Background: an optimization exercise with open tools, aiming at small area and a short achievable clock period. Do not read the settings as production practice.
RTL that was checked went through simulation tests only; none was proved equivalent to the original.
The RTL of run 2 was laid out without a check of its function.
Power and IR drop assume default switching activity.

==> flow/design.v, too long to show whole: its modules and the start of the top module <==
// module BMD_64_RWDMA_FSM: 969 lines
// module rw_fa: 4 lines
// module rw_ao21: 3 lines
// module rw_xn2: 3 lines
// module rw_or2: 3 lines
// module rw_o21ai: 3 lines
// module rw_nor2: 3 lines
// module rw_a2: 3 lines
// module rw_x2: 3 lines
module BMD_64_RWDMA_FSM (
    clk,
    rst_n,
    init_rst_i,
    wdma_rst_o,
    mwr_len_i,
    mwr_count_i,
    wdma_start_o,
    wdma_addr_o,
    wdma_done_i,
    wdma_irq_o,
    next_wdma_addr_i,
    next_wdma_up_addr_i,
    next_wdma_valid_i,
    wdma_start_i,
    wdma_stop_i,
    wdma_running_o,
    wdma_frame_len_i,
    timeframe_end_i,
    wdma_buf_ptr_o,
    wdma_status_o,
    cc_timeout_o
);
  // ...
==> flow/flow/run.sh <==
#!/bin/bash
# Standard layout, but with sky130_fd_sc_hd__buf_1 as the port buffer cell
# (instead of the default clkdlybuf4s50_1, which is larger and slower).
set -euo pipefail
export BUFFER_PORTS_ARGS="-buffer_cell sky130_fd_sc_hd__buf_1"
bash standard.sh finish > flow_make.log 2>&1
==> flow/standard.sh <==
#!/bin/bash
# synth_recipe.tcl (not shown) runs the flow's synth.tcl, then flattens the netlist and writes it again
# the make line also repeats each setting of config.mk as NAME=value (left out here)
make -C /OpenROAD-flow-scripts/flow DESIGN_CONFIG=/design/flow/config.mk WORK_HOME=/design/flow/orfs CLKGATE_MAP_FILE= SYNTH_SCRIPT=/design/flow/synth_recipe.tcl "${@:-finish}"
==> flow/config.mk <==
export PLATFORM = sky130hd
export DESIGN_NAME = BMD_64_RWDMA_FSM
export DESIGN_NICKNAME = BMD_64_RWDMA_FSM
export VERILOG_FILES = /design/flow/design.v
export SDC_FILE = /design/flow/constraint.sdc
export NUM_CORES = 4
export LEC_CHECK = 0
export CAP_MARGIN = 20
export CORE_MARGIN = 2
export CORE_UTILIZATION = 60
export PLACE_DENSITY = 0.75
export SETUP_SLACK_MARGIN = 4.3
export SLEW_MARGIN = 20
export SYNTH_HIERARCHICAL = 1
export SYNTH_MINIMUM_KEEP_SIZE = 0
==> flow/constraint.sdc <==
create_clock -name core_clock -period 8.5 [get_ports {clk}]
set_input_delay 1.7000 -clock core_clock [delete_from_list [all_inputs] [get_ports {clk}]]
set_output_delay 1.7000 -clock core_clock [all_outputs]
set_load 0.01 [all_outputs]
==> flow_summary.json, run 1 <==
{
  "p_leak_nw": 4.94,
  "nWellTaps": 216,
  "nonClkBufAreaFrac_pct": 7.42,
  "synth_compound_area_share_pct": 12.0,
  "rsz0062_at_grt": "true",
  "synth_cells": 1055,
  "combPwrFrac_pct": 26.5,
  "layoutNonFillerInstCount": 1401,
  "hold_viol_final": 0,
  "reg2reg_depth": 12,
  "reg2reg_to": "a_hi[6]",
  "drive_gt1_share_pct": 18.7,
  "r2r_setup_slack_ns": 5.80,
  "clock.fmax_ghz": 0.222,
  "io_pins": 155,
  "yosysUniqueCellTypes": 54,
  "ys_seq_elements": 117,
  "path_cells": "xor2_2 > and2_1 > a21o_1 > a21o_4 > a21o_4 > a21o_4 > xor2_4 > and2_4 > xor2_4 > buf_2",
  "worstPathArrival_ns": 2.80,
  "grt_pass1_vias": 7902,
  "clock_path_buffers": 2,
  "synth_top_family_by_area": "adder cells",
  "seq_area_um2": 2350,
  "ys_seq_area_share_pct": 24.1,
  "cts.sinks": 117,
  "coreArea_um2": 15800,
  "nets": 1399,
  "power_leader": "clock",
  "synth_edf_count": 0,
  "synth.area.top_cells": "fa_1 28%, dfxtp_1 24%, xor2_1 8.0%",
  "final_area_um2": 11600,
  "finalSetupTns_ns": 0,
  "outcome": "complete, no violations",
  "gp_congestion": 0.838,
  "synth-simple-area-share_pct": 20.1
}
==> module BMD_64_RWDMA_FSM, before the edit <==
module BMD_64_RWDMA_FSM (
    clk,
    rst_n,
    init_rst_i,
    wdma_rst_o,
    mwr_len_i,
    mwr_count_i,
    wdma_start_o,
    wdma_addr_o,
    wdma_done_i,
    wdma_irq_o,
    next_wdma_addr_i,
    next_wdma_up_addr_i,
    next_wdma_valid_i,
    wdma_start_i,
    wdma_stop_i,
    wdma_running_o,
    wdma_frame_len_i,
    timeframe_end_i,
    wdma_buf_ptr_o,
    wdma_status_o,
    cc_timeout_o
);
input           clk;
input           rst_n;
input           init_rst_i;
output          wdma_rst_o;
input  [9:0]    mwr_len_i;
input  [15:0]   mwr_count_i;
output          wdma_start_o;
output [39:0]   wdma_addr_o;
input           wdma_done_i;
output          wdma_irq_o;
input  [31:0]   next_wdma_addr_i;
input  [7:0]    next_wdma_up_addr_i;
input           next_wdma_valid_i;
input           wdma_start_i;
input           wdma_stop_i;
output          wdma_running_o;
input  [15:0]   wdma_frame_len_i;
input           timeframe_end_i;
output [15:0]   wdma_buf_ptr_o;
output [3:0]    wdma_status_o;
output          cc_timeout_o;
reg             wdma_irq_o;
reg             wdma_start_o;
reg             wdma_running_o;
reg    [3:0]    wdma_status_o;
reg             st_idle, st_load, st_wait, st_dma, st_check, st_stop;
reg             prev_check;          
reg             timeframe_end_prev;
reg [15:0]      wdma_buf_cnt;
reg             next_wdma_valid;
reg             wdma_stop;
reg [15:0]      cnt_16bit;
reg [1:0]       a_lo;
reg [11:0]      a_hi;
reg [26:0]      s_q;
reg [26:0]      c_q;
wire            cc_timeout_o = cnt_16bit[15];
wire            wdma_rst_o = timeframe_end_i & st_wait;
wire [15:0]     wdma_buf_ptr_o = wdma_buf_cnt;
wire [26:0]     mid;
    wire ag0 = s_q[0] & c_q[0];
    wire ap0;
    rw_x2 u_ap0 (.a(s_q[0]), .b(c_q[0]), .y(ap0));
    wire ag1 = s_q[1] & c_q[1];
    wire ap1;
    rw_x2 u_ap1 (.a(s_q[1]), .b(c_q[1]), .y(ap1));
    wire ag2 = s_q[2] & c_q[2];
    wire ap2;
    rw_x2 u_ap2 (.a(s_q[2]), .b(c_q[2]), .y(ap2));
    wire ag3 = s_q[3] & c_q[3];
    wire ap3;
    rw_x2 u_ap3 (.a(s_q[3]), .b(c_q[3]), .y(ap3));
    wire ag4 = s_q[4] & c_q[4];
    wire ap4;
    rw_x2 u_ap4 (.a(s_q[4]), .b(c_q[4]), .y(ap4));
    wire ag5 = s_q[5] & c_q[5];
    wire ap5;
    rw_x2 u_ap5 (.a(s_q[5]), .b(c_q[5]), .y(ap5));
    wire ag6 = s_q[6] & c_q[6];
    wire ap6;
    rw_x2 u_ap6 (.a(s_q[6]), .b(c_q[6]), .y(ap6));
    wire ag7 = s_q[7] & c_q[7];
    wire ap7;
    rw_x2 u_ap7 (.a(s_q[7]), .b(c_q[7]), .y(ap7));
    wire ag8 = s_q[8] & c_q[8];
    wire ap8;
    rw_x2 u_ap8 (.a(s_q[8]), .b(c_q[8]), .y(ap8));
    wire ag9 = s_q[9] & c_q[9];
    wire ap9;
    rw_x2 u_ap9 (.a(s_q[9]), .b(c_q[9]), .y(ap9));
    wire ag10 = s_q[10] & c_q[10];
    wire ap10;
    rw_x2 u_ap10 (.a(s_q[10]), .b(c_q[10]), .y(ap10));
    wire ag11 = s_q[11] & c_q[11];
    wire ap11;
    rw_x2 u_ap11 (.a(s_q[11]), .b(c_q[11]), .y(ap11));
    wire ag12 = s_q[12] & c_q[12];
    wire ap12;
    rw_x2 u_ap12 (.a(s_q[12]), .b(c_q[12]), .y(ap12));
    wire ag13 = s_q[13] & c_q[13];
    wire ap13;
    rw_x2 u_ap13 (.a(s_q[13]), .b(c_q[13]), .y(ap13));
    wire ag14 = s_q[14] & c_q[14];
    wire ap14;
    rw_x2 u_ap14 (.a(s_q[14]), .b(c_q[14]), .y(ap14));
    wire ag15 = s_q[15] & c_q[15];
    wire ap15;
    rw_x2 u_ap15 (.a(s_q[15]), .b(c_q[15]), .y(ap15));
    wire ag16 = s_q[16] & c_q[16];
    wire ap16;
    rw_x2 u_ap16 (.a(s_q[16]), .b(c_q[16]), .y(ap16));
    wire ag17 = s_q[17] & c_q[17];
    wire ap17;
    rw_x2 u_ap17 (.a(s_q[17]), .b(c_q[17]), .y(ap17));
    wire ag18 = s_q[18] & c_q[18];
    wire ap18;
    rw_x2 u_ap18 (.a(s_q[18]), .b(c_q[18]), .y(ap18));
    wire ag19 = s_q[19] & c_q[19];
    wire ap19;
    rw_x2 u_ap19 (.a(s_q[19]), .b(c_q[19]), .y(ap19));
    wire ag20 = s_q[20] & c_q[20];
    wire ap20;
    rw_x2 u_ap20 (.a(s_q[20]), .b(c_q[20]), .y(ap20));
    wire ag21 = s_q[21] & c_q[21];
    wire ap21;
    rw_x2 u_ap21 (.a(s_q[21]), .b(c_q[21]), .y(ap21));
    wire ag22 = s_q[22] & c_q[22];
    wire ap22;
    rw_x2 u_ap22 (.a(s_q[22]), .b(c_q[22]), .y(ap22));
    wire ag23 = s_q[23] & c_q[23];
    wire ap23;
    rw_x2 u_ap23 (.a(s_q[23]), .b(c_q[23]), .y(ap23));
    wire ag24 = s_q[24] & c_q[24];
    wire ap24;
    rw_x2 u_ap24 (.a(s_q[24]), .b(c_q[24]), .y(ap24));
    wire ag25 = s_q[25] & c_q[25];
    wire ap25;
    rw_x2 u_ap25 (.a(s_q[25]), .b(c_q[25]), .y(ap25));
    wire g1_1;
    rw_ao21 u_g1_1 (.a(ag1), .b(ap1), .c(ag0), .y(g1_1));
    wire g1_3;
    rw_ao21 u_g1_3 (.a(ag3), .b(ap3), .c(ag2), .y(g1_3));
    wire p1_3 = ap3 & ap2;
    wire g1_5;
    rw_ao21 u_g1_5 (.a(ag5), .b(ap5), .c(ag4), .y(g1_5));
    wire p1_5 = ap5 & ap4;
    wire g1_7;
    rw_ao21 u_g1_7 (.a(ag7), .b(ap7), .c(ag6), .y(g1_7));
    wire p1_7 = ap7 & ap6;
    wire g1_9;
    rw_ao21 u_g1_9 (.a(ag9), .b(ap9), .c(ag8), .y(g1_9));
    wire p1_9 = ap9 & ap8;
    wire g1_11;
    rw_ao21 u_g1_11 (.a(ag11), .b(ap11), .c(ag10), .y(g1_11));
    wire p1_11 = ap11 & ap10;
    wire g1_13;
    rw_ao21 u_g1_13 (.a(ag13), .b(ap13), .c(ag12), .y(g1_13));
    wire p1_13 = ap13 & ap12;
    wire g1_15;
    rw_ao21 u_g1_15 (.a(ag15), .b(ap15), .c(ag14), .y(g1_15));
    wire p1_15 = ap15 & ap14;
    wire g1_17;
    rw_ao21 u_g1_17 (.a(ag17), .b(ap17), .c(ag16), .y(g1_17));
    wire p1_17 = ap17 & ap16;
    wire g1_19;
    rw_ao21 u_g1_19 (.a(ag19), .b(ap19), .c(ag18), .y(g1_19));
    wire p1_19 = ap19 & ap18;
    wire g1_21;
    rw_ao21 u_g1_21 (.a(ag21), .b(ap21), .c(ag20), .y(g1_21));
    wire p1_21 = ap21 & ap20;
    wire g1_23;
    rw_ao21 u_g1_23 (.a(ag23), .b(ap23), .c(ag22), .y(g1_23));
    wire p1_23 = ap23 & ap22;
    wire g1_25;
    rw_ao21 u_g1_25 (.a(ag25), .b(ap25), .c(ag24), .y(g1_25));
    wire p1_25 = ap25 & ap24;
    wire g2_2;
    rw_ao21 u_g2_2 (.a(ag2), .b(ap2), .c(g1_1), .y(g2_2));
    wire g2_3;
    rw_ao21 u_g2_3 (.a(g1_3), .b(p1_3), .c(g1_1), .y(g2_3));
    wire g2_6;
    rw_ao21 u_g2_6 (.a(ag6), .b(ap6), .c(g1_5), .y(g2_6));
    wire p2_6 = ap6 & p1_5;
    wire g2_7;
    rw_ao21 u_g2_7 (.a(g1_7), .b(p1_7), .c(g1_5), .y(g2_7));
    wire p2_7 = p1_7 & p1_5;
    wire g2_10;
    rw_ao21 u_g2_10 (.a(ag10), .b(ap10), .c(g1_9), .y(g2_10));
    wire p2_10 = ap10 & p1_9;
    wire g2_11;
    rw_ao21 u_g2_11 (.a(g1_11), .b(p1_11), .c(g1_9), .y(g2_11));
    wire p2_11 = p1_11 & p1_9;
    wire g2_14;
    rw_ao21 u_g2_14 (.a(ag14), .b(ap14), .c(g1_13), .y(g2_14));
    wire p2_14 = ap14 & p1_13;
    wire g2_15;
    rw_ao21 u_g2_15 (.a(g1_15), .b(p1_15), .c(g1_13), .y(g2_15));
    wire p2_15 = p1_15 & p1_13;
    wire g2_18;
    rw_ao21 u_g2_18 (.a(ag18), .b(ap18), .c(g1_17), .y(g2_18));
    wire p2_18 = ap18 & p1_17;
    wire g2_19;
    rw_ao21 u_g2_19 (.a(g1_19), .b(p1_19), .c(g1_17), .y(g2_19));
    wire p2_19 = p1_19 & p1_17;
    wire g2_22;
    rw_ao21 u_g2_22 (.a(ag22), .b(ap22), .c(g1_21), .y(g2_22));
    wire p2_22 = ap22 & p1_21;
    wire g2_23;
    rw_ao21 u_g2_23 (.a(g1_23), .b(p1_23), .c(g1_21), .y(g2_23));
    wire p2_23 = p1_23 & p1_21;
    wire g4_4;
    rw_ao21 u_g4_4 (.a(ag4), .b(ap4), .c(g2_3), .y(g4_4));
    wire g4_5;
    rw_ao21 u_g4_5 (.a(g1_5), .b(p1_5), .c(g2_3), .y(g4_5));
    wire g4_6;
    rw_ao21 u_g4_6 (.a(g2_6), .b(p2_6), .c(g2_3), .y(g4_6));
    wire g4_7;
    rw_ao21 u_g4_7 (.a(g2_7), .b(p2_7), .c(g2_3), .y(g4_7));
    wire g4_12;
    rw_ao21 u_g4_12 (.a(ag12), .b(ap12), .c(g2_11), .y(g4_12));
    wire p4_12 = ap12 & p2_11;
    wire g4_13;
    rw_ao21 u_g4_13 (.a(g1_13), .b(p1_13), .c(g2_11), .y(g4_13));
    wire p4_13 = p1_13 & p2_11;
    wire g4_14;
    rw_ao21 u_g4_14 (.a(g2_14), .b(p2_14), .c(g2_11), .y(g4_14));
    wire p4_14 = p2_14 & p2_11;
    wire g4_15;
    rw_ao21 u_g4_15 (.a(g2_15), .b(p2_15), .c(g2_11), .y(g4_15));
    wire p4_15 = p2_15 & p2_11;
    wire g4_20;
    rw_ao21 u_g4_20 (.a(ag20), .b(ap20), .c(g2_19), .y(g4_20));
    wire p4_20 = ap20 & p2_19;
    wire g4_21;
    rw_ao21 u_g4_21 (.a(g1_21), .b(p1_21), .c(g2_19), .y(g4_21));
    wire p4_21 = p1_21 & p2_19;
    wire g4_22;
    rw_ao21 u_g4_22 (.a(g2_22), .b(p2_22), .c(g2_19), .y(g4_22));
    wire p4_22 = p2_22 & p2_19;
    wire g4_23;
    rw_ao21 u_g4_23 (.a(g2_23), .b(p2_23), .c(g2_19), .y(g4_23));
    wire p4_23 = p2_23 & p2_19;
    wire g8_8;
    rw_ao21 u_g8_8 (.a(ag8), .b(ap8), .c(g4_7), .y(g8_8));
    wire g8_9;
    rw_ao21 u_g8_9 (.a(g1_9), .b(p1_9), .c(g4_7), .y(g8_9));
    wire g8_10;
    rw_ao21 u_g8_10 (.a(g2_10), .b(p2_10), .c(g4_7), .y(g8_10));
    wire g8_11;
    rw_ao21 u_g8_11 (.a(g2_11), .b(p2_11), .c(g4_7), .y(g8_11));
    wire g8_12;
    rw_ao21 u_g8_12 (.a(g4_12), .b(p4_12), .c(g4_7), .y(g8_12));
    wire g8_13;
    rw_ao21 u_g8_13 (.a(g4_13), .b(p4_13), .c(g4_7), .y(g8_13));
    wire g8_14;
    rw_ao21 u_g8_14 (.a(g4_14), .b(p4_14), .c(g4_7), .y(g8_14));
    wire g8_15;
    rw_ao21 u_g8_15 (.a(g4_15), .b(p4_15), .c(g4_7), .y(g8_15));
    wire g8_24;
    rw_ao21 u_g8_24 (.a(ag24), .b(ap24), .c(g4_23), .y(g8_24));
    wire p8_24 = ap24 & p4_23;
    wire g8_25;
    rw_ao21 u_g8_25 (.a(g1_25), .b(p1_25), .c(g4_23), .y(g8_25));
    wire p8_25 = p1_25 & p4_23;
    wire g16_16;
    rw_ao21 u_g16_16 (.a(ag16), .b(ap16), .c(g8_15), .y(g16_16));
    wire g16_17;
    rw_ao21 u_g16_17 (.a(g1_17), .b(p1_17), .c(g8_15), .y(g16_17));
    wire g16_18;
    rw_ao21 u_g16_18 (.a(g2_18), .b(p2_18), .c(g8_15), .y(g16_18));
    wire g16_19;
    rw_ao21 u_g16_19 (.a(g2_19), .b(p2_19), .c(g8_15), .y(g16_19));
    wire g16_20;
    rw_ao21 u_g16_20 (.a(g4_20), .b(p4_20), .c(g8_15), .y(g16_20));
    wire g16_21;
    rw_ao21 u_g16_21 (.a(g4_21), .b(p4_21), .c(g8_15), .y(g16_21));
    wire g16_22;
    rw_ao21 u_g16_22 (.a(g4_22), .b(p4_22), .c(g8_15), .y(g16_22));
    wire g16_23;
    rw_ao21 u_g16_23 (.a(g4_23), .b(p4_23), .c(g8_15), .y(g16_23));
    wire g16_24;
    rw_ao21 u_g16_24 (.a(g8_24), .b(p8_24), .c(g8_15), .y(g16_24));
    wire g16_25;
    rw_ao21 u_g16_25 (.a(g8_25), .b(p8_25), .c(g8_15), .y(g16_25));
    assign mid[0] = ap0;
    rw_x2 u_sum1 (.a(ap1), .b(ag0), .y(mid[1]));
    rw_x2 u_sum2 (.a(ap2), .b(g1_1), .y(mid[2]));
    rw_x2 u_sum3 (.a(ap3), .b(g2_2), .y(mid[3]));
    rw_x2 u_sum4 (.a(ap4), .b(g2_3), .y(mid[4]));
    rw_x2 u_sum5 (.a(ap5), .b(g4_4), .y(mid[5]));
    rw_x2 u_sum6 (.a(ap6), .b(g4_5), .y(mid[6]));
    rw_x2 u_sum7 (.a(ap7), .b(g4_6), .y(mid[7]));
    rw_x2 u_sum8 (.a(ap8), .b(g4_7), .y(mid[8]));
    rw_x2 u_sum9 (.a(ap9), .b(g8_8), .y(mid[9]));
    rw_x2 u_sum10 (.a(ap10), .b(g8_9), .y(mid[10]));
    rw_x2 u_sum11 (.a(ap11), .b(g8_10), .y(mid[11]));
    rw_x2 u_sum12 (.a(ap12), .b(g8_11), .y(mid[12]));
    rw_x2 u_sum13 (.a(ap13), .b(g8_12), .y(mid[13]));
    rw_x2 u_sum14 (.a(ap14), .b(g8_13), .y(mid[14]));
    rw_x2 u_sum15 (.a(ap15), .b(g8_14), .y(mid[15]));
    rw_x2 u_sum16 (.a(ap16), .b(g8_15), .y(mid[16]));
    rw_x2 u_sum17 (.a(ap17), .b(g16_16), .y(mid[17]));
    rw_x2 u_sum18 (.a(ap18), .b(g16_17), .y(mid[18]));
    rw_x2 u_sum19 (.a(ap19), .b(g16_18), .y(mid[19]));
    rw_x2 u_sum20 (.a(ap20), .b(g16_19), .y(mid[20]));
    rw_x2 u_sum21 (.a(ap21), .b(g16_20), .y(mid[21]));
    rw_x2 u_sum22 (.a(ap22), .b(g16_21), .y(mid[22]));
    rw_x2 u_sum23 (.a(ap23), .b(g16_22), .y(mid[23]));
    rw_x2 u_sum24 (.a(ap24), .b(g16_23), .y(mid[24]));
    rw_x2 u_sum25 (.a(ap25), .b(g16_24), .y(mid[25]));
    wire ap26;
    rw_x2 u_ap26 (.a(s_q[26]), .b(c_q[26]), .y(ap26));
    rw_x2 u_sum26 (.a(ap26), .b(g16_25), .y(mid[26]));
wire [11:0]     hi_ones;
wire [11:0]     out_hi;
assign hi_ones[0] = 1'b1;
genvar gi;
generate for (gi = 1; gi < 12; gi = gi + 1) begin : g_hi
    assign hi_ones[gi] = hi_ones[gi-1] & a_hi[gi-1];
end endgenerate
generate for (gi = 0; gi < 12; gi = gi + 1) begin : g_hx
    wire inc;
    rw_a2 u_hc (.a(mid[26]), .b(hi_ones[gi]), .y(inc));
    rw_x2 u_hx (.a(a_hi[gi]), .b(inc), .y(out_hi[gi]));
end endgenerate
assign wdma_addr_o = {out_hi, mid[25:0], a_lo};
wire [25:0]     x = s_q[25:0];
wire [26:0]     ts_n;
wire [26:0]     tc_n;
    wire pp0_0 = ~(mwr_len_i[0] & mwr_count_i[0]);
    wire pp0_1 = ~(mwr_len_i[0] & mwr_count_i[1]);
    wire pp0_2 = ~(mwr_len_i[0] & mwr_count_i[2]);
    wire pp0_3 = ~(mwr_len_i[0] & mwr_count_i[3]);
    wire pp0_4 = ~(mwr_len_i[0] & mwr_count_i[4]);
    wire pp0_5 = ~(mwr_len_i[0] & mwr_count_i[5]);
    wire pp0_6 = ~(mwr_len_i[0] & mwr_count_i[6]);
    wire pp0_7 = ~(mwr_len_i[0] & mwr_count_i[7]);
    wire pp0_8 = ~(mwr_len_i[0] & mwr_count_i[8]);
    wire pp0_9 = ~(mwr_len_i[0] & mwr_count_i[9]);
    wire pp0_10 = ~(mwr_len_i[0] & mwr_count_i[10]);
    wire pp0_11 = ~(mwr_len_i[0] & mwr_count_i[11]);
    wire pp0_12 = ~(mwr_len_i[0] & mwr_count_i[12]);
    wire pp0_13 = ~(mwr_len_i[0] & mwr_count_i[13]);
    wire pp0_14 = ~(mwr_len_i[0] & mwr_count_i[14]);
    wire pp0_15 = ~(mwr_len_i[0] & mwr_count_i[15]);
    wire pp1_0 = ~(mwr_len_i[1] & mwr_count_i[0]);
    wire pp1_1 = ~(mwr_len_i[1] & mwr_count_i[1]);
    wire pp1_2 = ~(mwr_len_i[1] & mwr_count_i[2]);
    wire pp1_3 = ~(mwr_len_i[1] & mwr_count_i[3]);
    wire pp1_4 = ~(mwr_len_i[1] & mwr_count_i[4]);
    wire pp1_5 = ~(mwr_len_i[1] & mwr_count_i[5]);
    wire pp1_6 = ~(mwr_len_i[1] & mwr_count_i[6]);
    wire pp1_7 = ~(mwr_len_i[1] & mwr_count_i[7]);
    wire pp1_8 = ~(mwr_len_i[1] & mwr_count_i[8]);
    wire pp1_9 = ~(mwr_len_i[1] & mwr_count_i[9]);
    wire pp1_10 = ~(mwr_len_i[1] & mwr_count_i[10]);
    wire pp1_11 = ~(mwr_len_i[1] & mwr_count_i[11]);
    wire pp1_12 = ~(mwr_len_i[1] & mwr_count_i[12]);
    wire pp1_13 = ~(mwr_len_i[1] & mwr_count_i[13]);
    wire pp1_14 = ~(mwr_len_i[1] & mwr_count_i[14]);
    wire pp1_15 = ~(mwr_len_i[1] & mwr_count_i[15]);
    wire pp2_0 = ~(mwr_len_i[2] & mwr_count_i[0]);
    wire pp2_1 = ~(mwr_len_i[2] & mwr_count_i[1]);
    wire pp2_2 = ~(mwr_len_i[2] & mwr_count_i[2]);
    wire pp2_3 = ~(mwr_len_i[2] & mwr_count_i[3]);
    wire pp2_4 = ~(mwr_len_i[2] & mwr_count_i[4]);
    wire pp2_5 = ~(mwr_len_i[2] & mwr_count_i[5]);
    wire pp2_6 = ~(mwr_len_i[2] & mwr_count_i[6]);
    wire pp2_7 = ~(mwr_len_i[2] & mwr_count_i[7]);
    wire pp2_8 = ~(mwr_len_i[2] & mwr_count_i[8]);
    wire pp2_9 = ~(mwr_len_i[2] & mwr_count_i[9]);
    wire pp2_10 = ~(mwr_len_i[2] & mwr_count_i[10]);
    wire pp2_11 = ~(mwr_len_i[2] & mwr_count_i[11]);
    wire pp2_12 = ~(mwr_len_i[2] & mwr_count_i[12]);
    wire pp2_13 = ~(mwr_len_i[2] & mwr_count_i[13]);
    wire pp2_14 = ~(mwr_len_i[2] & mwr_count_i[14]);
    wire pp2_15 = ~(mwr_len_i[2] & mwr_count_i[15]);
    wire pp3_0 = ~(mwr_len_i[3] & mwr_count_i[0]);
    wire pp3_1 = ~(mwr_len_i[3] & mwr_count_i[1]);
    wire pp3_2 = ~(mwr_len_i[3] & mwr_count_i[2]);
    wire pp3_3 = ~(mwr_len_i[3] & mwr_count_i[3]);
    wire pp3_4 = ~(mwr_len_i[3] & mwr_count_i[4]);
    wire pp3_5 = ~(mwr_len_i[3] & mwr_count_i[5]);
    wire pp3_6 = ~(mwr_len_i[3] & mwr_count_i[6]);
    wire pp3_7 = ~(mwr_len_i[3] & mwr_count_i[7]);
    wire pp3_8 = ~(mwr_len_i[3] & mwr_count_i[8]);
    wire pp3_9 = ~(mwr_len_i[3] & mwr_count_i[9]);
    wire pp3_10 = ~(mwr_len_i[3] & mwr_count_i[10]);
    wire pp3_11 = ~(mwr_len_i[3] & mwr_count_i[11]);
    wire pp3_12 = ~(mwr_len_i[3] & mwr_count_i[12]);
    wire pp3_13 = ~(mwr_len_i[3] & mwr_count_i[13]);
    wire pp3_14 = ~(mwr_len_i[3] & mwr_count_i[14]);
    wire pp3_15 = ~(mwr_len_i[3] & mwr_count_i[15]);
    wire pp4_0 = ~(mwr_len_i[4] & mwr_count_i[0]);
    wire pp4_1 = ~(mwr_len_i[4] & mwr_count_i[1]);
    wire pp4_2 = ~(mwr_len_i[4] & mwr_count_i[2]);
    wire pp4_3 = ~(mwr_len_i[4] & mwr_count_i[3]);
    wire pp4_4 = ~(mwr_len_i[4] & mwr_count_i[4]);
    wire pp4_5 = ~(mwr_len_i[4] & mwr_count_i[5]);
    wire pp4_6 = ~(mwr_len_i[4] & mwr_count_i[6]);
    wire pp4_7 = ~(mwr_len_i[4] & mwr_count_i[7]);
    wire pp4_8 = ~(mwr_len_i[4] & mwr_count_i[8]);
    wire pp4_9 = ~(mwr_len_i[4] & mwr_count_i[9]);
    wire pp4_10 = ~(mwr_len_i[4] & mwr_count_i[10]);
    wire pp4_11 = ~(mwr_len_i[4] & mwr_count_i[11]);
    wire pp4_12 = ~(mwr_len_i[4] & mwr_count_i[12]);
    wire pp4_13 = ~(mwr_len_i[4] & mwr_count_i[13]);
    wire pp4_14 = ~(mwr_len_i[4] & mwr_count_i[14]);
    wire pp4_15 = ~(mwr_len_i[4] & mwr_count_i[15]);
    wire pp5_0 = ~(mwr_len_i[5] & mwr_count_i[0]);
    wire pp5_1 = ~(mwr_len_i[5] & mwr_count_i[1]);
    wire pp5_2 = ~(mwr_len_i[5] & mwr_count_i[2]);
    wire pp5_3 = ~(mwr_len_i[5] & mwr_count_i[3]);
    wire pp5_4 = ~(mwr_len_i[5] & mwr_count_i[4]);
    wire pp5_5 = ~(mwr_len_i[5] & mwr_count_i[5]);
    wire pp5_6 = ~(mwr_len_i[5] & mwr_count_i[6]);
    wire pp5_7 = ~(mwr_len_i[5] & mwr_count_i[7]);
    wire pp5_8 = ~(mwr_len_i[5] & mwr_count_i[8]);
    wire pp5_9 = ~(mwr_len_i[5] & mwr_count_i[9]);
    wire pp5_10 = ~(mwr_len_i[5] & mwr_count_i[10]);
    wire pp5_11 = ~(mwr_len_i[5] & mwr_count_i[11]);
    wire pp5_12 = ~(mwr_len_i[5] & mwr_count_i[12]);
    wire pp5_13 = ~(mwr_len_i[5] & mwr_count_i[13]);
    wire pp5_14 = ~(mwr_len_i[5] & mwr_count_i[14]);
    wire pp5_15 = ~(mwr_len_i[5] & mwr_count_i[15]);
    wire pp6_0 = ~(mwr_len_i[6] & mwr_count_i[0]);
    wire pp6_1 = ~(mwr_len_i[6] & mwr_count_i[1]);
    wire pp6_2 = ~(mwr_len_i[6] & mwr_count_i[2]);
    wire pp6_3 = ~(mwr_len_i[6] & mwr_count_i[3]);
    wire pp6_4 = ~(mwr_len_i[6] & mwr_count_i[4]);
    wire pp6_5 = ~(mwr_len_i[6] & mwr_count_i[5]);
    wire pp6_6 = ~(mwr_len_i[6] & mwr_count_i[6]);
    wire pp6_7 = ~(mwr_len_i[6] & mwr_count_i[7]);
    wire pp6_8 = ~(mwr_len_i[6] & mwr_count_i[8]);
    wire pp6_9 = ~(mwr_len_i[6] & mwr_count_i[9]);
    wire pp6_10 = ~(mwr_len_i[6] & mwr_count_i[10]);
    wire pp6_11 = ~(mwr_len_i[6] & mwr_count_i[11]);
    wire pp6_12 = ~(mwr_len_i[6] & mwr_count_i[12]);
    wire pp6_13 = ~(mwr_len_i[6] & mwr_count_i[13]);
    wire pp6_14 = ~(mwr_len_i[6] & mwr_count_i[14]);
    wire pp6_15 = ~(mwr_len_i[6] & mwr_count_i[15]);
    wire pp7_0 = ~(mwr_len_i[7] & mwr_count_i[0]);
    wire pp7_1 = ~(mwr_len_i[7] & mwr_count_i[1]);
    wire pp7_2 = ~(mwr_len_i[7] & mwr_count_i[2]);
    wire pp7_3 = ~(mwr_len_i[7] & mwr_count_i[3]);
    wire pp7_4 = ~(mwr_len_i[7] & mwr_count_i[4]);
    wire pp7_5 = ~(mwr_len_i[7] & mwr_count_i[5]);
    wire pp7_6 = ~(mwr_len_i[7] & mwr_count_i[6]);
    wire pp7_7 = ~(mwr_len_i[7] & mwr_count_i[7]);
    wire pp7_8 = ~(mwr_len_i[7] & mwr_count_i[8]);
    wire pp7_9 = ~(mwr_len_i[7] & mwr_count_i[9]);
    wire pp7_10 = ~(mwr_len_i[7] & mwr_count_i[10]);
    wire pp7_11 = ~(mwr_len_i[7] & mwr_count_i[11]);
    wire pp7_12 = ~(mwr_len_i[7] & mwr_count_i[12]);
    wire pp7_13 = ~(mwr_len_i[7] & mwr_count_i[13]);
    wire pp7_14 = ~(mwr_len_i[7] & mwr_count_i[14]);
    wire pp7_15 = ~(mwr_len_i[7] & mwr_count_i[15]);
    wire pp8_0 = ~(mwr_len_i[8] & mwr_count_i[0]);
    wire pp8_1 = ~(mwr_len_i[8] & mwr_count_i[1]);
    wire pp8_2 = ~(mwr_len_i[8] & mwr_count_i[2]);
    wire pp8_3 = ~(mwr_len_i[8] & mwr_count_i[3]);
    wire pp8_4 = ~(mwr_len_i[8] & mwr_count_i[4]);
    wire pp8_5 = ~(mwr_len_i[8] & mwr_count_i[5]);
    wire pp8_6 = ~(mwr_len_i[8] & mwr_count_i[6]);
    wire pp8_7 = ~(mwr_len_i[8] & mwr_count_i[7]);
    wire pp8_8 = ~(mwr_len_i[8] & mwr_count_i[8]);
    wire pp8_9 = ~(mwr_len_i[8] & mwr_count_i[9]);
    wire pp8_10 = ~(mwr_len_i[8] & mwr_count_i[10]);
    wire pp8_11 = ~(mwr_len_i[8] & mwr_count_i[11]);
    wire pp8_12 = ~(mwr_len_i[8] & mwr_count_i[12]);
    wire pp8_13 = ~(mwr_len_i[8] & mwr_count_i[13]);
    wire pp8_14 = ~(mwr_len_i[8] & mwr_count_i[14]);
    wire pp8_15 = ~(mwr_len_i[8] & mwr_count_i[15]);
    wire pp9_0 = ~(mwr_len_i[9] & mwr_count_i[0]);
    wire pp9_1 = ~(mwr_len_i[9] & mwr_count_i[1]);
    wire pp9_2 = ~(mwr_len_i[9] & mwr_count_i[2]);
    wire pp9_3 = ~(mwr_len_i[9] & mwr_count_i[3]);
    wire pp9_4 = ~(mwr_len_i[9] & mwr_count_i[4]);
    wire pp9_5 = ~(mwr_len_i[9] & mwr_count_i[5]);
    wire pp9_6 = ~(mwr_len_i[9] & mwr_count_i[6]);
    wire pp9_7 = ~(mwr_len_i[9] & mwr_count_i[7]);
    wire pp9_8 = ~(mwr_len_i[9] & mwr_count_i[8]);
    wire pp9_9 = ~(mwr_len_i[9] & mwr_count_i[9]);
    wire pp9_10 = ~(mwr_len_i[9] & mwr_count_i[10]);
    wire pp9_11 = ~(mwr_len_i[9] & mwr_count_i[11]);
    wire pp9_12 = ~(mwr_len_i[9] & mwr_count_i[12]);
    wire pp9_13 = ~(mwr_len_i[9] & mwr_count_i[13]);
    wire pp9_14 = ~(mwr_len_i[9] & mwr_count_i[14]);
    wire pp9_15 = ~(mwr_len_i[9] & mwr_count_i[15]);
    wire [25:0] xn = ~x;
    wire hs0, hc0;
    rw_xn2 u_hs0 (.a(pp0_8), .b(pp1_7), .y(hs0));
    rw_or2 u_hc0 (.a(pp0_8), .b(pp1_7), .y(hc0));
    wire fs0, fc0;
    rw_fa u_fa0 (.a(pp0_9), .b(pp1_8), .c(pp2_7), .s(fs0), .co(fc0));
    wire hs1, hc1;
    rw_xn2 u_hs1 (.a(pp3_6), .b(pp4_5), .y(hs1));
    rw_or2 u_hc1 (.a(pp3_6), .b(pp4_5), .y(hc1));
    wire fs1, fc1;
    rw_fa u_fa1 (.a(pp0_10), .b(pp1_9), .c(pp2_8), .s(fs1), .co(fc1));
    wire fs2, fc2;
    rw_fa u_fa2 (.a(pp3_7), .b(pp4_6), .c(pp5_5), .s(fs2), .co(fc2));
    wire fs3, fc3;
    rw_fa u_fa3 (.a(pp0_11), .b(pp1_10), .c(pp2_9), .s(fs3), .co(fc3));
    wire fs4, fc4;
    rw_fa u_fa4 (.a(pp3_8), .b(pp4_7), .c(pp5_6), .s(fs4), .co(fc4));
    wire fs5, fc5;
    rw_fa u_fa5 (.a(pp0_12), .b(pp1_11), .c(pp2_10), .s(fs5), .co(fc5));
    wire fs6, fc6;
    rw_fa u_fa6 (.a(pp3_9), .b(pp4_8), .c(pp5_7), .s(fs6), .co(fc6));
    wire fs7, fc7;
    rw_fa u_fa7 (.a(pp0_13), .b(pp1_12), .c(pp2_11), .s(fs7), .co(fc7));
    wire fs8, fc8;
    rw_fa u_fa8 (.a(pp3_10), .b(pp4_9), .c(pp5_8), .s(fs8), .co(fc8));
    wire fs9, fc9;
    rw_fa u_fa9 (.a(pp0_14), .b(pp1_13), .c(pp2_12), .s(fs9), .co(fc9));
    wire fs10, fc10;
    rw_fa u_fa10 (.a(pp3_11), .b(pp4_10), .c(pp5_9), .s(fs10), .co(fc10));
    wire fs11, fc11;
    rw_fa u_fa11 (.a(pp0_15), .b(pp1_14), .c(pp2_13), .s(fs11), .co(fc11));
    wire fs12, fc12;
    rw_fa u_fa12 (.a(pp3_12), .b(pp4_11), .c(pp5_10), .s(fs12), .co(fc12));
    wire fs13, fc13;
    rw_fa u_fa13 (.a(pp1_15), .b(pp2_14), .c(pp3_13), .s(fs13), .co(fc13));
    wire hs2, hc2;
    rw_xn2 u_hs2 (.a(pp4_12), .b(pp5_11), .y(hs2));
    rw_or2 u_hc2 (.a(pp4_12), .b(pp5_11), .y(hc2));
    wire fs14, fc14;
    rw_fa u_fa14 (.a(pp2_15), .b(pp3_14), .c(pp4_13), .s(fs14), .co(fc14));
    wire hs3, hc3;
    rw_xn2 u_hs3 (.a(pp0_5), .b(pp1_4), .y(hs3));
    rw_or2 u_hc3 (.a(pp0_5), .b(pp1_4), .y(hc3));
    wire fs15, fc15;
    rw_fa u_fa15 (.a(pp0_6), .b(pp1_5), .c(pp2_4), .s(fs15), .co(fc15));
    wire hs4, hc4;
    rw_xn2 u_hs4 (.a(pp3_3), .b(pp4_2), .y(hs4));
    rw_or2 u_hc4 (.a(pp3_3), .b(pp4_2), .y(hc4));
    wire fs16, fc16;
    rw_fa u_fa16 (.a(pp0_7), .b(pp1_6), .c(pp2_5), .s(fs16), .co(fc16));
    wire fs17, fc17;
    rw_fa u_fa17 (.a(pp3_4), .b(pp4_3), .c(pp5_2), .s(fs17), .co(fc17));
    wire hs5, hc5;
    rw_xn2 u_hs5 (.a(pp6_1), .b(pp7_0), .y(hs5));
    rw_or2 u_hc5 (.a(pp6_1), .b(pp7_0), .y(hc5));
    wire fs18, fc18;
    rw_fa u_fa18 (.a(hs0), .b(pp2_6), .c(pp3_5), .s(fs18), .co(fc18));
    wire fs19, fc19;
    rw_fa u_fa19 (.a(pp4_4), .b(pp5_3), .c(pp6_2), .s(fs19), .co(fc19));
    wire fs20, fc20;
    rw_fa u_fa20 (.a(pp7_1), .b(pp8_0), .c(xn[8]), .s(fs20), .co(fc20));
    wire fs21, fc21;
    rw_fa u_fa21 (.a(hc0), .b(fs0), .c(hs1), .s(fs21), .co(fc21));
    wire fs22, fc22;
    rw_fa u_fa22 (.a(pp5_4), .b(pp6_3), .c(pp7_2), .s(fs22), .co(fc22));
    wire fs23, fc23;
    rw_fa u_fa23 (.a(pp8_1), .b(pp9_0), .c(xn[9]), .s(fs23), .co(fc23));
    wire fs24, fc24;
    rw_fa u_fa24 (.a(fc0), .b(hc1), .c(fs1), .s(fs24), .co(fc24));
    wire fs25, fc25;
    rw_fa u_fa25 (.a(fs2), .b(pp6_4), .c(pp7_3), .s(fs25), .co(fc25));
    wire fs26, fc26;
    rw_fa u_fa26 (.a(pp8_2), .b(pp9_1), .c(xn[10]), .s(fs26), .co(fc26));
    wire fs27, fc27;
    rw_fa u_fa27 (.a(fc1), .b(fc2), .c(fs3), .s(fs27), .co(fc27));
    wire fs28, fc28;
    rw_fa u_fa28 (.a(fs4), .b(pp6_5), .c(pp7_4), .s(fs28), .co(fc28));
    wire fs29, fc29;
    rw_fa u_fa29 (.a(pp8_3), .b(pp9_2), .c(xn[11]), .s(fs29), .co(fc29));
    wire fs30, fc30;
    rw_fa u_fa30 (.a(fc3), .b(fc4), .c(fs5), .s(fs30), .co(fc30));
    wire fs31, fc31;
    rw_fa u_fa31 (.a(fs6), .b(pp6_6), .c(pp7_5), .s(fs31), .co(fc31));
    wire fs32, fc32;
    rw_fa u_fa32 (.a(pp8_4), .b(pp9_3), .c(xn[12]), .s(fs32), .co(fc32));
    wire fs33, fc33;
    rw_fa u_fa33 (.a(fc5), .b(fc6), .c(fs7), .s(fs33), .co(fc33));
    wire fs34, fc34;
    rw_fa u_fa34 (.a(fs8), .b(pp6_7), .c(pp7_6), .s(fs34), .co(fc34));
    wire fs35, fc35;
    rw_fa u_fa35 (.a(pp8_5), .b(pp9_4), .c(xn[13]), .s(fs35), .co(fc35));
    wire fs36, fc36;
    rw_fa u_fa36 (.a(fc7), .b(fc8), .c(fs9), .s(fs36), .co(fc36));
    wire fs37, fc37;
    rw_fa u_fa37 (.a(fs10), .b(pp6_8), .c(pp7_7), .s(fs37), .co(fc37));
    wire fs38, fc38;
    rw_fa u_fa38 (.a(pp8_6), .b(pp9_5), .c(xn[14]), .s(fs38), .co(fc38));
    wire fs39, fc39;
    rw_fa u_fa39 (.a(fc9), .b(fc10), .c(fs11), .s(fs39), .co(fc39));
    wire fs40, fc40;
    rw_fa u_fa40 (.a(fs12), .b(pp6_9), .c(pp7_8), .s(fs40), .co(fc40));
    wire fs41, fc41;
    rw_fa u_fa41 (.a(pp8_7), .b(pp9_6), .c(xn[15]), .s(fs41), .co(fc41));
    wire fs42, fc42;
    rw_fa u_fa42 (.a(fc11), .b(fc12), .c(fs13), .s(fs42), .co(fc42));
    wire fs43, fc43;
    rw_fa u_fa43 (.a(hs2), .b(pp6_10), .c(pp7_9), .s(fs43), .co(fc43));
    wire fs44, fc44;
    rw_fa u_fa44 (.a(pp8_8), .b(pp9_7), .c(xn[16]), .s(fs44), .co(fc44));
    wire fs45, fc45;
    rw_fa u_fa45 (.a(fc13), .b(hc2), .c(fs14), .s(fs45), .co(fc45));
    wire fs46, fc46;
    rw_fa u_fa46 (.a(pp5_12), .b(pp6_11), .c(pp7_10), .s(fs46), .co(fc46));
    wire fs47, fc47;
    rw_fa u_fa47 (.a(pp8_9), .b(pp9_8), .c(xn[17]), .s(fs47), .co(fc47));
    wire fs48, fc48;
    rw_fa u_fa48 (.a(fc14), .b(pp3_15), .c(pp4_14), .s(fs48), .co(fc48));
    wire fs49, fc49;
    rw_fa u_fa49 (.a(pp5_13), .b(pp6_12), .c(pp7_11), .s(fs49), .co(fc49));
    wire fs50, fc50;
    rw_fa u_fa50 (.a(pp8_10), .b(pp9_9), .c(xn[18]), .s(fs50), .co(fc50));
    wire fs51, fc51;
    rw_fa u_fa51 (.a(pp4_15), .b(pp5_14), .c(pp6_13), .s(fs51), .co(fc51));
    wire fs52, fc52;
    rw_fa u_fa52 (.a(pp7_12), .b(pp8_11), .c(pp9_10), .s(fs52), .co(fc52));
    wire fs53, fc53;
    rw_fa u_fa53 (.a(pp5_15), .b(pp6_14), .c(pp7_13), .s(fs53), .co(fc53));
    wire hs6, hc6;
    rw_xn2 u_hs6 (.a(pp0_3), .b(pp1_2), .y(hs6));
    rw_or2 u_hc6 (.a(pp0_3), .b(pp1_2), .y(hc6));
    wire fs54, fc54;
    rw_fa u_fa54 (.a(pp0_4), .b(pp1_3), .c(pp2_2), .s(fs54), .co(fc54));
    wire hs7, hc7;
    rw_xn2 u_hs7 (.a(pp3_1), .b(pp4_0), .y(hs7));
    rw_or2 u_hc7 (.a(pp3_1), .b(pp4_0), .y(hc7));
    wire fs55, fc55;
    rw_fa u_fa55 (.a(hs3), .b(pp2_3), .c(pp3_2), .s(fs55), .co(fc55));
    wire fs56, fc56;
    rw_fa u_fa56 (.a(pp4_1), .b(pp5_0), .c(xn[5]), .s(fs56), .co(fc56));
    wire fs57, fc57;
    rw_fa u_fa57 (.a(hc3), .b(fs15), .c(hs4), .s(fs57), .co(fc57));
    wire fs58, fc58;
    rw_fa u_fa58 (.a(pp5_1), .b(pp6_0), .c(xn[6]), .s(fs58), .co(fc58));
    wire fs59, fc59;
    rw_fa u_fa59 (.a(fc15), .b(hc4), .c(fs16), .s(fs59), .co(fc59));
    wire fs60, fc60;
    rw_fa u_fa60 (.a(fs17), .b(hs5), .c(xn[7]), .s(fs60), .co(fc60));
    wire fs61, fc61;
    rw_fa u_fa61 (.a(fc16), .b(fc17), .c(hc5), .s(fs61), .co(fc61));
    wire fs62, fc62;
    rw_fa u_fa62 (.a(fs18), .b(fs19), .c(fs20), .s(fs62), .co(fc62));
    wire fs63, fc63;
    rw_fa u_fa63 (.a(fc18), .b(fc19), .c(fc20), .s(fs63), .co(fc63));
    wire fs64, fc64;
    rw_fa u_fa64 (.a(fs21), .b(fs22), .c(fs23), .s(fs64), .co(fc64));
    wire fs65, fc65;
    rw_fa u_fa65 (.a(fc21), .b(fc22), .c(fc23), .s(fs65), .co(fc65));
    wire fs66, fc66;
    rw_fa u_fa66 (.a(fs24), .b(fs25), .c(fs26), .s(fs66), .co(fc66));
    wire fs67, fc67;
    rw_fa u_fa67 (.a(fc24), .b(fc25), .c(fc26), .s(fs67), .co(fc67));
    wire fs68, fc68;
    rw_fa u_fa68 (.a(fs27), .b(fs28), .c(fs29), .s(fs68), .co(fc68));
    wire fs69, fc69;
    rw_fa u_fa69 (.a(fc27), .b(fc28), .c(fc29), .s(fs69), .co(fc69));
    wire fs70, fc70;
    rw_fa u_fa70 (.a(fs30), .b(fs31), .c(fs32), .s(fs70), .co(fc70));
    wire fs71, fc71;
    rw_fa u_fa71 (.a(fc30), .b(fc31), .c(fc32), .s(fs71), .co(fc71));
    wire fs72, fc72;
    rw_fa u_fa72 (.a(fs33), .b(fs34), .c(fs35), .s(fs72), .co(fc72));
    wire fs73, fc73;
    rw_fa u_fa73 (.a(fc33), .b(fc34), .c(fc35), .s(fs73), .co(fc73));
    wire fs74, fc74;
    rw_fa u_fa74 (.a(fs36), .b(fs37), .c(fs38), .s(fs74), .co(fc74));
    wire fs75, fc75;
    rw_fa u_fa75 (.a(fc36), .b(fc37), .c(fc38), .s(fs75), .co(fc75));
    wire fs76, fc76;
    rw_fa u_fa76 (.a(fs39), .b(fs40), .c(fs41), .s(fs76), .co(fc76));
    wire fs77, fc77;
    rw_fa u_fa77 (.a(fc39), .b(fc40), .c(fc41), .s(fs77), .co(fc77));
    wire fs78, fc78;
    rw_fa u_fa78 (.a(fs42), .b(fs43), .c(fs44), .s(fs78), .co(fc78));
    wire fs79, fc79;
    rw_fa u_fa79 (.a(fc42), .b(fc43), .c(fc44), .s(fs79), .co(fc79));
    wire fs80, fc80;
    rw_fa u_fa80 (.a(fs45), .b(fs46), .c(fs47), .s(fs80), .co(fc80));
    wire fs81, fc81;
    rw_fa u_fa81 (.a(fc45), .b(fc46), .c(fc47), .s(fs81), .co(fc81));
    wire fs82, fc82;
    rw_fa u_fa82 (.a(fs48), .b(fs49), .c(fs50), .s(fs82), .co(fc82));
    wire fs83, fc83;
    rw_fa u_fa83 (.a(fc48), .b(fc49), .c(fc50), .s(fs83), .co(fc83));
    wire fs84, fc84;
    rw_fa u_fa84 (.a(fs51), .b(fs52), .c(xn[19]), .s(fs84), .co(fc84));
    wire fs85, fc85;
    rw_fa u_fa85 (.a(fc51), .b(fc52), .c(fs53), .s(fs85), .co(fc85));
    wire fs86, fc86;
    rw_fa u_fa86 (.a(pp8_12), .b(pp9_11), .c(xn[20]), .s(fs86), .co(fc86));
    wire fs87, fc87;
    rw_fa u_fa87 (.a(fc53), .b(pp6_15), .c(pp7_14), .s(fs87), .co(fc87));
    wire fs88, fc88;
    rw_fa u_fa88 (.a(pp8_13), .b(pp9_12), .c(xn[21]), .s(fs88), .co(fc88));
    wire fs89, fc89;
    rw_fa u_fa89 (.a(pp7_15), .b(pp8_14), .c(pp9_13), .s(fs89), .co(fc89));
    wire hs8, hc8;
    rw_xn2 u_hs8 (.a(pp0_2), .b(pp1_1), .y(hs8));
    rw_or2 u_hc8 (.a(pp0_2), .b(pp1_1), .y(hc8));
    wire fs90, fc90;
    rw_fa u_fa90 (.a(hs6), .b(pp2_1), .c(pp3_0), .s(fs90), .co(fc90));
    wire fs91, fc91;
    rw_fa u_fa91 (.a(hc6), .b(fs54), .c(hs7), .s(fs91), .co(fc91));
    wire fs92, fc92;
    rw_fa u_fa92 (.a(fc54), .b(hc7), .c(fs55), .s(fs92), .co(fc92));
    wire fs93, fc93;
    rw_fa u_fa93 (.a(fc55), .b(fc56), .c(fs57), .s(fs93), .co(fc93));
    wire fs94, fc94;
    rw_fa u_fa94 (.a(fc57), .b(fc58), .c(fs59), .s(fs94), .co(fc94));
    wire fs95, fc95;
    rw_fa u_fa95 (.a(fc59), .b(fc60), .c(fs61), .s(fs95), .co(fc95));
    wire fs96, fc96;
    rw_fa u_fa96 (.a(fc61), .b(fc62), .c(fs63), .s(fs96), .co(fc96));
    wire fs97, fc97;
    rw_fa u_fa97 (.a(fc63), .b(fc64), .c(fs65), .s(fs97), .co(fc97));
    wire fs98, fc98;
    rw_fa u_fa98 (.a(fc65), .b(fc66), .c(fs67), .s(fs98), .co(fc98));
    wire fs99, fc99;
    rw_fa u_fa99 (.a(fc67), .b(fc68), .c(fs69), .s(fs99), .co(fc99));
    wire fs100, fc100;
    rw_fa u_fa100 (.a(fc69), .b(fc70), .c(fs71), .s(fs100), .co(fc100));
    wire fs101, fc101;
    rw_fa u_fa101 (.a(fc71), .b(fc72), .c(fs73), .s(fs101), .co(fc101));
    wire fs102, fc102;
    rw_fa u_fa102 (.a(fc73), .b(fc74), .c(fs75), .s(fs102), .co(fc102));
    wire fs103, fc103;
    rw_fa u_fa103 (.a(fc75), .b(fc76), .c(fs77), .s(fs103), .co(fc103));
    wire fs104, fc104;
    rw_fa u_fa104 (.a(fc77), .b(fc78), .c(fs79), .s(fs104), .co(fc104));
    wire fs105, fc105;
    rw_fa u_fa105 (.a(fc79), .b(fc80), .c(fs81), .s(fs105), .co(fc105));
    wire fs106, fc106;
    rw_fa u_fa106 (.a(fc81), .b(fc82), .c(fs83), .s(fs106), .co(fc106));
    wire fs107, fc107;
    rw_fa u_fa107 (.a(fc83), .b(fc84), .c(fs85), .s(fs107), .co(fc107));
    wire fs108, fc108;
    rw_fa u_fa108 (.a(fc85), .b(fc86), .c(fs87), .s(fs108), .co(fc108));
    wire fs109, fc109;
    rw_fa u_fa109 (.a(fc87), .b(fc88), .c(fs89), .s(fs109), .co(fc109));
    wire fs110, fc110;
    rw_fa u_fa110 (.a(fc89), .b(pp8_15), .c(pp9_14), .s(fs110), .co(fc110));
    wire hs9, hc9;
    rw_xn2 u_hs9 (.a(pp0_1), .b(pp1_0), .y(hs9));
    rw_or2 u_hc9 (.a(pp0_1), .b(pp1_0), .y(hc9));
    wire fs111, fc111;
    rw_fa u_fa111 (.a(hs8), .b(pp2_0), .c(xn[2]), .s(fs111), .co(fc111));
    wire fs112, fc112;
    rw_fa u_fa112 (.a(hc8), .b(fs90), .c(xn[3]), .s(fs112), .co(fc112));
    wire fs113, fc113;
    rw_fa u_fa113 (.a(fc90), .b(fs91), .c(xn[4]), .s(fs113), .co(fc113));
    wire fs114, fc114;
    rw_fa u_fa114 (.a(fc91), .b(fs92), .c(fs56), .s(fs114), .co(fc114));
    wire fs115, fc115;
    rw_fa u_fa115 (.a(fc92), .b(fs93), .c(fs58), .s(fs115), .co(fc115));
    wire fs116, fc116;
    rw_fa u_fa116 (.a(fc93), .b(fs94), .c(fs60), .s(fs116), .co(fc116));
    wire fs117, fc117;
    rw_fa u_fa117 (.a(fc94), .b(fs95), .c(fs62), .s(fs117), .co(fc117));
    wire fs118, fc118;
    rw_fa u_fa118 (.a(fc95), .b(fs96), .c(fs64), .s(fs118), .co(fc118));
    wire fs119, fc119;
    rw_fa u_fa119 (.a(fc96), .b(fs97), .c(fs66), .s(fs119), .co(fc119));
    wire fs120, fc120;
    rw_fa u_fa120 (.a(fc97), .b(fs98), .c(fs68), .s(fs120), .co(fc120));
    wire fs121, fc121;
    rw_fa u_fa121 (.a(fc98), .b(fs99), .c(fs70), .s(fs121), .co(fc121));
    wire fs122, fc122;
    rw_fa u_fa122 (.a(fc99), .b(fs100), .c(fs72), .s(fs122), .co(fc122));
    wire fs123, fc123;
    rw_fa u_fa123 (.a(fc100), .b(fs101), .c(fs74), .s(fs123), .co(fc123));
    wire fs124, fc124;
    rw_fa u_fa124 (.a(fc101), .b(fs102), .c(fs76), .s(fs124), .co(fc124));
    wire fs125, fc125;
    rw_fa u_fa125 (.a(fc102), .b(fs103), .c(fs78), .s(fs125), .co(fc125));
    wire fs126, fc126;
    rw_fa u_fa126 (.a(fc103), .b(fs104), .c(fs80), .s(fs126), .co(fc126));
    wire fs127, fc127;
    rw_fa u_fa127 (.a(fc104), .b(fs105), .c(fs82), .s(fs127), .co(fc127));
    wire fs128, fc128;
    rw_fa u_fa128 (.a(fc105), .b(fs106), .c(fs84), .s(fs128), .co(fc128));
    wire fs129, fc129;
    rw_fa u_fa129 (.a(fc106), .b(fs107), .c(fs86), .s(fs129), .co(fc129));
    wire fs130, fc130;
    rw_fa u_fa130 (.a(fc107), .b(fs108), .c(fs88), .s(fs130), .co(fc130));
    wire fs131, fc131;
    rw_fa u_fa131 (.a(fc108), .b(fs109), .c(xn[22]), .s(fs131), .co(fc131));
    wire fs132, fc132;
    rw_fa u_fa132 (.a(fc109), .b(fs110), .c(xn[23]), .s(fs132), .co(fc132));
    wire fs133, fc133;
    rw_fa u_fa133 (.a(fc110), .b(pp9_15), .c(xn[24]), .s(fs133), .co(fc133));
    assign ts_n[0] = pp0_0;
    assign tc_n[0] = xn[0];
    assign ts_n[1] = hs9;
    assign tc_n[1] = xn[1];
    assign ts_n[2] = hc9;
    assign tc_n[2] = fs111;
    assign ts_n[3] = fc111;
    assign tc_n[3] = fs112;
    assign ts_n[4] = fc112;
    assign tc_n[4] = fs113;
    assign ts_n[5] = fc113;
    assign tc_n[5] = fs114;
    assign ts_n[6] = fc114;
    assign tc_n[6] = fs115;
    assign ts_n[7] = fc115;
    assign tc_n[7] = fs116;
    assign ts_n[8] = fc116;
    assign tc_n[8] = fs117;
    assign ts_n[9] = fc117;
    assign tc_n[9] = fs118;
    assign ts_n[10] = fc118;
    assign tc_n[10] = fs119;
    assign ts_n[11] = fc119;
    assign tc_n[11] = fs120;
    assign ts_n[12] = fc120;
    assign tc_n[12] = fs121;
    assign ts_n[13] = fc121;
    assign tc_n[13] = fs122;
    assign ts_n[14] = fc122;
    assign tc_n[14] = fs123;
    assign ts_n[15] = fc123;
    assign tc_n[15] = fs124;
    assign ts_n[16] = fc124;
    assign tc_n[16] = fs125;
    assign ts_n[17] = fc125;
    assign tc_n[17] = fs126;
    assign ts_n[18] = fc126;
    assign tc_n[18] = fs127;
    assign ts_n[19] = fc127;
    assign tc_n[19] = fs128;
    assign ts_n[20] = fc128;
    assign tc_n[20] = fs129;
    assign ts_n[21] = fc129;
    assign tc_n[21] = fs130;
    assign ts_n[22] = fc130;
    assign tc_n[22] = fs131;
    assign ts_n[23] = fc131;
    assign tc_n[23] = fs132;
    assign ts_n[24] = fc132;
    assign tc_n[24] = fs133;
    assign ts_n[25] = fc133;
    assign tc_n[25] = xn[25];
    assign ts_n[26] = 1'b1;
    assign tc_n[26] = 1'b1;
wire            load_go  = st_load & next_wdma_valid & ~wdma_stop;
wire            dma_done = st_dma & wdma_done_i;
wire            buf_full = (wdma_buf_cnt == wdma_frame_len_i);
wire            ld_r   = rst_n & load_go;
wire            dd_r   = rst_n & dma_done;
wire            dd_n   = ~dd_r;
wire            hold_r = rst_n & ~load_go & ~dma_done & ~init_rst_i;
wire [26:0]     rest_n = ~(({27{ld_r}} & {1'b0, next_wdma_addr_i[27:2]})
                         | ({27{hold_r}} & {1'b0, mid[25:0]}));
wire [26:0]     s_d;
wire [26:0]     c_d;
genvar gk;
generate for (gk = 0; gk < 27; gk = gk + 1) begin : g_sc
    rw_o21ai u_s (.a1(ts_n[gk]), .a2(dd_n), .b1(rest_n[gk]), .y(s_d[gk]));
    rw_nor2  u_c (.a(tc_n[gk]), .b(dd_n), .y(c_d[gk]));
end endgenerate
always @(posedge clk) begin
    s_q <= s_d;
    c_q <= c_d;
end
always @(posedge clk) begin
    if (!rst_n) begin
        a_lo <= 2'b0;
        a_hi <= 12'b0;
    end
    else if (load_go) begin
        a_lo <= next_wdma_addr_i[1:0];
        a_hi <= {next_wdma_up_addr_i, next_wdma_addr_i[31:28]};
    end
    else if (dma_done) begin
        a_hi <= out_hi;
    end
    else if (init_rst_i) begin
        a_lo <= 2'b0;
        a_hi <= 12'b0;
    end
    else begin
        a_hi <= out_hi;
    end
end
always @(posedge clk) begin
    if (!rst_n) begin
        cnt_16bit <= 16'b0;
    end
    else if (init_rst_i || timeframe_end_i) begin
        cnt_16bit <= 16'b0;
    end
    else if (!cnt_16bit[15] && st_wait) begin
        cnt_16bit <= cnt_16bit + 16'd1;
    end
end
always @(posedge clk) begin
    prev_check <= st_check;
end
always @(posedge clk) begin
    if (!rst_n) begin
        st_idle  <= 1'b1;
        st_load  <= 1'b0;
        st_wait  <= 1'b0;
        st_dma   <= 1'b0;
        st_check <= 1'b0;
        st_stop  <= 1'b0;
        timeframe_end_prev <= 1'b0;
        wdma_irq_o <= 1'b0;
        wdma_start_o <= 1'b0;
        wdma_buf_cnt <= 16'h0;
        next_wdma_valid <= 1'b0;
        wdma_running_o <= 1'b0;
        wdma_status_o <= 4'b0000;
        wdma_stop <= 1'b0;
    end
    else begin
        timeframe_end_prev <= timeframe_end_i;
        st_idle  <= (st_idle & ~wdma_start_i)
                  | (init_rst_i & ((st_wait & ~cc_timeout_o & ~timeframe_end_prev)
                                   | (st_dma & ~wdma_done_i) | st_stop));
        st_load  <= (st_idle & wdma_start_i) | (st_check & ~wdma_stop & buf_full);
        st_wait  <= load_go
                  | (st_wait & ~cc_timeout_o & ~timeframe_end_prev & ~init_rst_i)
                  | (st_check & ~wdma_stop & ~buf_full);
        st_dma   <= (st_wait & ~cc_timeout_o & timeframe_end_prev)
                  | (st_dma & ~wdma_done_i & ~init_rst_i);
        st_check <= dma_done;
        st_stop  <= (st_load & ~(next_wdma_valid & ~wdma_stop))
                  | (st_wait & cc_timeout_o)
                  | (st_check & wdma_stop)
                  | (st_stop & ~init_rst_i);
        if (next_wdma_valid_i)
            next_wdma_valid <= 1'b1;
        else if (load_go || st_stop)
            next_wdma_valid <= 1'b0;
        if (wdma_stop_i)
            wdma_stop <= 1'b1;
        else if (st_stop || init_rst_i)
            wdma_stop <= 1'b0;
        if (st_load)
            wdma_irq_o <= (~next_wdma_valid | wdma_stop) & ~prev_check;
        else if ((st_wait & cc_timeout_o) | (st_check & (wdma_stop | buf_full)))
            wdma_irq_o <= 1'b1;
        else if (st_stop || init_rst_i)
            wdma_irq_o <= 1'b0;
        if (st_wait & ~cc_timeout_o & timeframe_end_prev)
            wdma_start_o <= 1'b1;
        else if (st_dma || init_rst_i)
            wdma_start_o <= 1'b0;
        if (st_load || (init_rst_i && !dma_done))
            wdma_buf_cnt <= 16'h0;
        else if (dma_done)
            wdma_buf_cnt <= wdma_buf_cnt + 16'd1;
        if (load_go)
            wdma_running_o <= 1'b1;
        else if (st_stop || init_rst_i)
            wdma_running_o <= 1'b0;
        if (st_load & ~wdma_stop & (prev_check | ~next_wdma_valid))
            wdma_status_o <= {2'b00, ~next_wdma_valid, prev_check};
        else if ((st_check | st_load) & wdma_stop)
            wdma_status_o <= 4'b0100;
        else if (st_wait & cc_timeout_o)
            wdma_status_o <= 4'b1000;
        else if (init_rst_i)
            wdma_status_o <= 4'b0000;
    end
end
endmodule
==> run 2: changes to the inputs <==
--- a/flow/design.v
+++ b/flow/design.v
@@ -315,6 +315,10 @@
     wire ap26;
     rw_x2 u_ap26 (.a(s_q[26]), .b(c_q[26]), .y(ap26));
     rw_x2 u_sum26 (.a(ap26), .b(g16_25), .y(mid[26]));
+    assign c26 = g16_25;
+    assign p26 = ap26;
+wire            c26;
+wire            p26;
 wire [11:0]     hi_ones;
 wire [11:0]     out_hi;
 assign hi_ones[0] = 1'b1;
@@ -322,10 +326,10 @@
 generate for (gi = 1; gi < 12; gi = gi + 1) begin : g_hi
     assign hi_ones[gi] = hi_ones[gi-1] & a_hi[gi-1];
 end endgenerate
+wire [11:0]     hi_c0 = a_hi ^ (hi_ones & {12{p26}});
+wire [11:0]     hi_c1 = a_hi ^ (hi_ones & {12{~p26}});
 generate for (gi = 0; gi < 12; gi = gi + 1) begin : g_hx
-    wire inc;
-    rw_a2 u_hc (.a(mid[26]), .b(hi_ones[gi]), .y(inc));
-    rw_x2 u_hx (.a(a_hi[gi]), .b(inc), .y(out_hi[gi]));
+    rw_mux2 u_hm (.a(hi_c0[gi]), .b(hi_c1[gi]), .s(c26), .y(out_hi[gi]));
 end endgenerate
 assign wdma_addr_o = {out_hi, mid[25:0], a_lo};
 wire [25:0]     x = s_q[25:0];
@@ -987,6 +991,9 @@
 module rw_nor2 (input a, input b, output y);
 assign y = ~(a | b);
 endmodule
+module rw_mux2 (input a, input b, input s, output y);
+assign y = s ? b : a;
+endmodule
 module rw_a2 (input a, input b, output y);
 assign y = a & b;
 endmodule
==> run 2 against run 1 <==
Via count increased by 3.6%; synthesized cell count rose by 0.85%; synthesized area rose by 0.80%; fmax increased by 5.9%; clock skew is 0.00064 ns lower; final cell count rose by 2.7%; worst setup slack improved by 0.25 ns; global-route usage is 1.9 points higher; critical path depth decreased by 2; largest power group unchanged.
==> flow_summary.json, run 2 <==
{
  "tritoncts": "yes",
  "worstPathMaxFanout": 6,
  "antenna_found_initial": 0,
  "wl_per_cell_um": 17.9,
  "finalCritPeriodShare_pct": 50.0,
  "drcViolationCount": 0,
  "grt_usage_pct": 30.0,
  "nets": 1438,
  "drv_slew": 0,
  "final_area_um2": 11800,
  "grt_pass1_vias": 8200,
  "insertion_delay_ns": 0.42,
  "dr.pass1.iters": 4,
  "clock_path_buffers": 2,
  "drive_gt1_share_pct": 18.3,
  "max_cap_viol_count": 0,
  "htree_levels": 4,
  "synth_edf_count": 0,
  "outcome": "complete, no violations",
  "worstPathArrival_ns": 2.55,
  "power_mw": 1.80,
  "io_buffer_count": 154,
  "synthArstFlopShare_pct": 0,
  "via_count": 8106,
  "coreArea_um2": 15900,
  "finalSetupTns_ns": 0,
  "synth.area.top_cells": "fa_1 27%, dfxtp_1 24%, xor2_1 7.8%",
  "yosysUniqueCellTypes": 54,
  "die_h_um": 132,
  "drtIter0Drc": 413,
  "synth_most_common_cell": "nand2_1",
  "clock.fmax_ghz": 0.235,
  "reg2reg_depth": 6,
  "cts-buffers-inserted": 17,
  "hold_buffers": 0,
  "clkSlewWorstSetupHoldPaths_ns": 0.06,
  "synth_ff_type": "dfxtp_1",
  "cts.sinks": 117,
  "crit_type": "reg2out",
  "gp_congestion": 0.895,
  "path_cells": "xor2_2 > and2_4 > a21o_1 > a21o_1 > a21o_4 > a21o_4 > mux2_4 > buf_6",
  "grt_pass1_wl_um": 41400,
  "hold_path.class": "reg2reg",
  "whs_path_depth": 0,
  "setup-violations-final": 0,
  "ys_seq_elements": 117,
  "area_delta_synth_final_pct": 21.1,
  "finClkSkew_ns": 0.00812,
  "dpl_cell_area_um2": 10600,
  "io_pins": 155,
  "p_leak_nw": 4.99,
  "max_stage_delay_ns": 0.35,
  "pwr_density_cell_nw_per_um2": 152,
  "antenna_cells": 0,
  "hold_viol_final": 0,
  "rsz0062_at_grt": "true",
  "cp-start-kind": "flop",
  "avgSynthCellArea_um2": 9.19,
  "cp-end-kind": "output port",
  "layoutNonFillerInstCount": 1439,
  "ys_seq_area_share_pct": 24.0,
  "via_per_inst": 5.63,
  "cts_root_buffer": "clkbuf_16",
  "cp_slowest_cell": "dfxtp_1",
  "synth_common_cells": "189 x nand2_1, 134 x fa_1, 117 x dfxtp_1",
  "syn_area_um2": 9780,
  "layout_common_cells": "174 x nand2_1, 110 x buf_1, 105 x dfxtp_1",
  "dieArea_um2": 17300,
  "fp.dieW_um": 132,
  "grt_max_degree": 55,
  "synth_cells": 1064
}
==> run 2: report_power, final <==
group | switching, mW | internal (mW) | total [mW] | leakage [nW]
Combinational | 0.265 | 0.225 | 0.490 | 3.74
Clock | 0.301 | 0.445 | 0.746 | 0.297
Sequential | 0.00644 | 0.554 | 0.561 | 0.951
==> run 2: per-stage QoR <==
stage	util [%]	worst slack, ns	hold WS [ns]
after global placement	66.8	3.35	0.430
final	74.6	4.25	0.443
after CTS	72.8	4.21	0.439
after global routing	74.6	4.19	0.458
after detailed placement	66.8	3.23	0.422
after floorplan	-	3.99	0.392
==> run 2: path summary, 6_finish.rpt <==
check	start	end	slack [ns]
worst min-delay path	st_check	prev_check	0.44
worst max-delay path	s_q[19]	wdma_addr_o[28]	4.25
worst min register to register	st_check	prev_check	0.44
worst max register to register	s_q[18]	c_q[19]	5.89
==> run 2: kinds of logic (layout without fill, tap and decap cells) <==
kind of cell / count (synthesis) / in the layout / synth area share (%)
multiplexers: 14 / 14 / 2.06
other: 1 / 3 / 0.0383
XOR/XNOR: 121 / 121 / 10.8
buffers and inverters: 101 / 257 / 4.02
adder cells (fa/ha/maj): 138 / 138 / 27.9
flip-flops: 117 / 117 / 24.0
AO/OA/AOI/OAI: 162 / 163 / 11.6
AND/OR/NAND/NOR: 410 / 410 / 19.6
==> run 2: routing by layer <==
| layer | global-route usage, % | share of wire (%) | wire length (µm) | vias up |
|---|---|---|---|---|
| li1 | - | - | - | 3772 |
| met1 | 38.9 | 42 | 10900 | 4010 |
| met2 | 50.9 | 50 | 13000 | 282 |
| met3 | 5.67 | 5.4 | 1380 | 42 |
| met4 | 9.96 | 2.3 | 592 | 0 |
| met5 | 0 | 0 | 0 | - |
==> run 2: cell type report <==
| class | instances | area, µm² |
|---|---|---|
| sequential | 117 | 2360 |
| tap | 216 | 270 |
| clock buffer | 17 | 425 |
| inverter | 44 | 165 |
| clock inverter | 15 | 183 |
| timing repair buffer | 181 | 1010 |
| multi-input combinational | 849 | 7430 |
| fill | 1184 | 4040 |
==> run 2: modules after synthesis, one instance, submodules excluded, a selection <==
module    flops+latches  times used
rw_x2                 0          52
rw_ao21               0          57
rw_or2                0          10
rw_nor2               0          27
rw_mux2               0          12
rw_o21ai              0          27
rw_fa                 0         134
==> run 2: what timing repair did <==
action	in CTS	in global routing
buffers inserted	12	12
endpoints found under the setup margin	57	37
cloned	1	0
gates resized for setup	93	63
pin swaps	9	26
==> run 2: critical path: cells and delay by family, from the launching register on <==
family	cells	cell delay [ns]
xor gates and xnor gates	1	0.20
buffers and inverters	1	0.12
and+or+nand+nor	1	0.19
DFF	1	0.35
muxes	1	0.33
AOI/OAI and AO/OA	4	0.93
